This is an optimization exercise on Yosys and OpenROAD, whose aim is small area, not a production implementation. The RTL was checked by simulation tests, not by an equivalence proof against the original design. No activity file was given, so power comes from the tool's default toggle rates.

Setup of JK:
## scaler_SFFT
module scaler_SFFT #(
    parameter BITWIDTH = 8,
    parameter BINPUT = 2,
    parameter NUMINPUTS = 8,
    parameter LOG2N = $clog2(NUMINPUTS)
) (
    input wire iClk, iRstN, iEn, loadW, iClr,
    input wire [NUMINPUTS-1:0] iReal, iImg,
    output wire [NUMINPUTS*LOG2N-1:0] oB,  
    output wire [NUMINPUTS-1:0] oReal, oImg
);
Settings: LEC_CHECK=0, CAP_MARGIN=20, CORE_MARGIN=2, CORE_UTILIZATION=60, SLEW_MARGIN=20, CTS_ARGS=-sink_clustering_enable -repair_clock_nets -dont_use_dummy_load -buf_list {sky130_fd_sc_hd__clkbuf_8} -sink_clustering_size 16 -sink_clustering_max_diameter 100, BUFFER_PORTS_ARGS=-buffer_cell sky130_fd_sc_hd__buf_1; clock period 7.0 ns.
standard.sh (not shown) runs the stock make flow with config.mk's settings and CLKGATE_MAP_FILE= SYNTH_SCRIPT=/design/flow/synth_recipe.tcl, a recipe that flattens the netlist after the stock synthesis.
==> flow/flow/run.sh <==
#!/bin/bash
# Standard ORFS synthesis, then an area-oriented re-mapping of the
# combinational logic (flip-flops untouched), then the standard layout
# with a leaner clock tree (settings in flow/extra.mk).
set -euo pipefail
WORK=$(pwd)
FLOWDIR=$WORK/flow
RES=$WORK/orfs/results/${FLOW_PLATFORM}/scaler_SFFT/base

cat $FLOWDIR/extra.mk >> $WORK/config.mk

bash standard.sh synth > $WORK/std_synth.log 2>&1

cp $RES/1_2_yosys.v $WORK/1_2_yosys.std.v
DU=""
for c in $(sed -n '/DONT_USE_CELLS/,/^#/p' $FLOW_HOME/platforms/${FLOW_PLATFORM}/config.mk | grep -o 'sky130_fd_sc_hd__[a-z0-9_]*'); do
  DU="$DU -dont_use $c"
done
export REMAP_LIB=$FLOW_HOME/platforms/${FLOW_PLATFORM}/lib/sky130_fd_sc_hd__tt_025C_1v80.lib
export REMAP_IN=$WORK/1_2_yosys.std.v
export REMAP_OUT=$WORK/1_2_yosys.remap.v
export REMAP_SCRIPT=$FLOWDIR/area.abc
export REMAP_DONT_USE="$DU"
yosys -c $FLOWDIR/remap.tcl > $WORK/remap.log 2>&1
cp $REMAP_OUT $RES/1_2_yosys.v
touch $RES/1_2_yosys.v

bash standard.sh > $WORK/layout.log 2>&1
==> flow/flow/area.abc <==
strash
ifraig
dch -f
amap
topo
==> flow/flow/extra.mk <==
export CTS_ARGS = -sink_clustering_enable -repair_clock_nets -dont_use_dummy_load -buf_list {sky130_fd_sc_hd__clkbuf_8} -sink_clustering_size 16 -sink_clustering_max_diameter 100
export BUFFER_PORTS_ARGS = -buffer_cell sky130_fd_sc_hd__buf_1
==> flow/flow/remap.tcl <==
# Re-map the combinational logic of the standard synthesis for area.
# The flip-flop cells are kept as they are (same instances, names and types).
yosys read_liberty -ignore_miss_func $::env(REMAP_LIB)
yosys blackbox sky130_fd_sc_hd__df*
yosys read_verilog $::env(REMAP_IN)
yosys hierarchy -top $::env(FLOW_TOP)
yosys flatten
yosys opt_clean
yosys stat
yosys abc -script $::env(REMAP_SCRIPT) -liberty $::env(REMAP_LIB) {*}$::env(REMAP_DONT_USE)
yosys opt_clean -purge
yosys hilomap -singleton -hicell sky130_fd_sc_hd__conb_1 HI -locell sky130_fd_sc_hd__conb_1 LO
yosys insbuf -buf sky130_fd_sc_hd__buf_4 A X
yosys opt_clean -purge
yosys stat -liberty $::env(REMAP_LIB)
yosys write_verilog -noattr -noexpr -nohex -nodec -selected $::env(REMAP_OUT)
JK: no failed stages, no open violations at the end
Inputs modified between JK and MS:
==> flow/flow/area.abc <==
&get -n
&deepsyn -T 300
&put
ifraig
dch -f
amap
topo
## What came out
Between JK and MS, the flow reports total power after layout decreasing by a few percent. Where final worst slack is concerned, JK is outperformed by MS. [compare] base=JK new=MS: synthesized area went down about 1.9%, die span in x went down, total cell area at the placement stage fell by 800 µm², clock network fraction of total power went up.
Edits applied to the flow inputs when going from MS to AL:
Settings: a change of CTS_ARGS from -sink_clustering_enable -repair_clock_nets -dont_use_dummy_load -buf_list {sky130_fd_sc_hd__clkbuf_8} -sink_clustering_size 16 -sink_clustering_max_diameter 100 to -sink_clustering_enable -repair_clock_nets -dont_use_dummy_load -buf_list {sky130_fd_sc_hd__clkbuf_8 sky130_fd_sc_hd__clkbuf_16} -sink_clustering_size 20 -sink_clustering_max_diameter 100.
==> flow/flow/area.abc <==
strash
ifraig
dch -f
amap
topo
==> flow/flow/extra.mk <==
export CTS_ARGS = -sink_clustering_enable -repair_clock_nets -dont_use_dummy_load -buf_list {sky130_fd_sc_hd__clkbuf_8 sky130_fd_sc_hd__clkbuf_16} -sink_clustering_size 20 -sink_clustering_max_diameter 100
export BUFFER_PORTS_ARGS = -buffer_cell sky130_fd_sc_hd__buf_1
==> comparison <==
- [compare] base=MS new=AL: final critical delay including setup and external delays went up, share of cell area taken by multi-input logic gates now sits lower, portion of total power attributed to the clock network rose by 2.0 points, power consumption went up 1100 µW.
- Changes observed in AL relative to MS: number of clock buffers in the layout saw a decrease, power spent charging and discharging nets saw an increase, hold slack saw a decrease.
- Run comparison: MS uppermost metal layer occupied by signal nets met4; AL uppermost metal layer occupied by signal nets met5

port drivers added, routing unchanged:
No port has a modelled driver above. Below, the same layouts with a new extraction and two added sets of constraints.
Step 1 sets driving cells, clkbuf_16 on the clock port and buf_2 on the other inputs (assumed; they add their load-dependent delay and slew).
Step 2, shift: input delay + t, output delay - t, t = (earliest + latest rising clock arrival at the registers) / 2. This alone moves slack from input paths to output paths.
Slacks: no drivers / after step 1 / after step 2; pairs: no drivers / after step 1.
run | shift t [ns] | slack for setup (ns) | latest minus earliest clock arrival (ns)
JK | 0.758 | 0.939 / 0.939 / 0.939 | 0.065 / 0.065
MS | 0.756 | 1.048 / 1.048 / 1.048 | 0.071 / 0.071
AL | 0.670 | 0.935 / 0.935 / 0.935 | 0.067 / 0.067
After both steps every run listed still meets setup and hold.
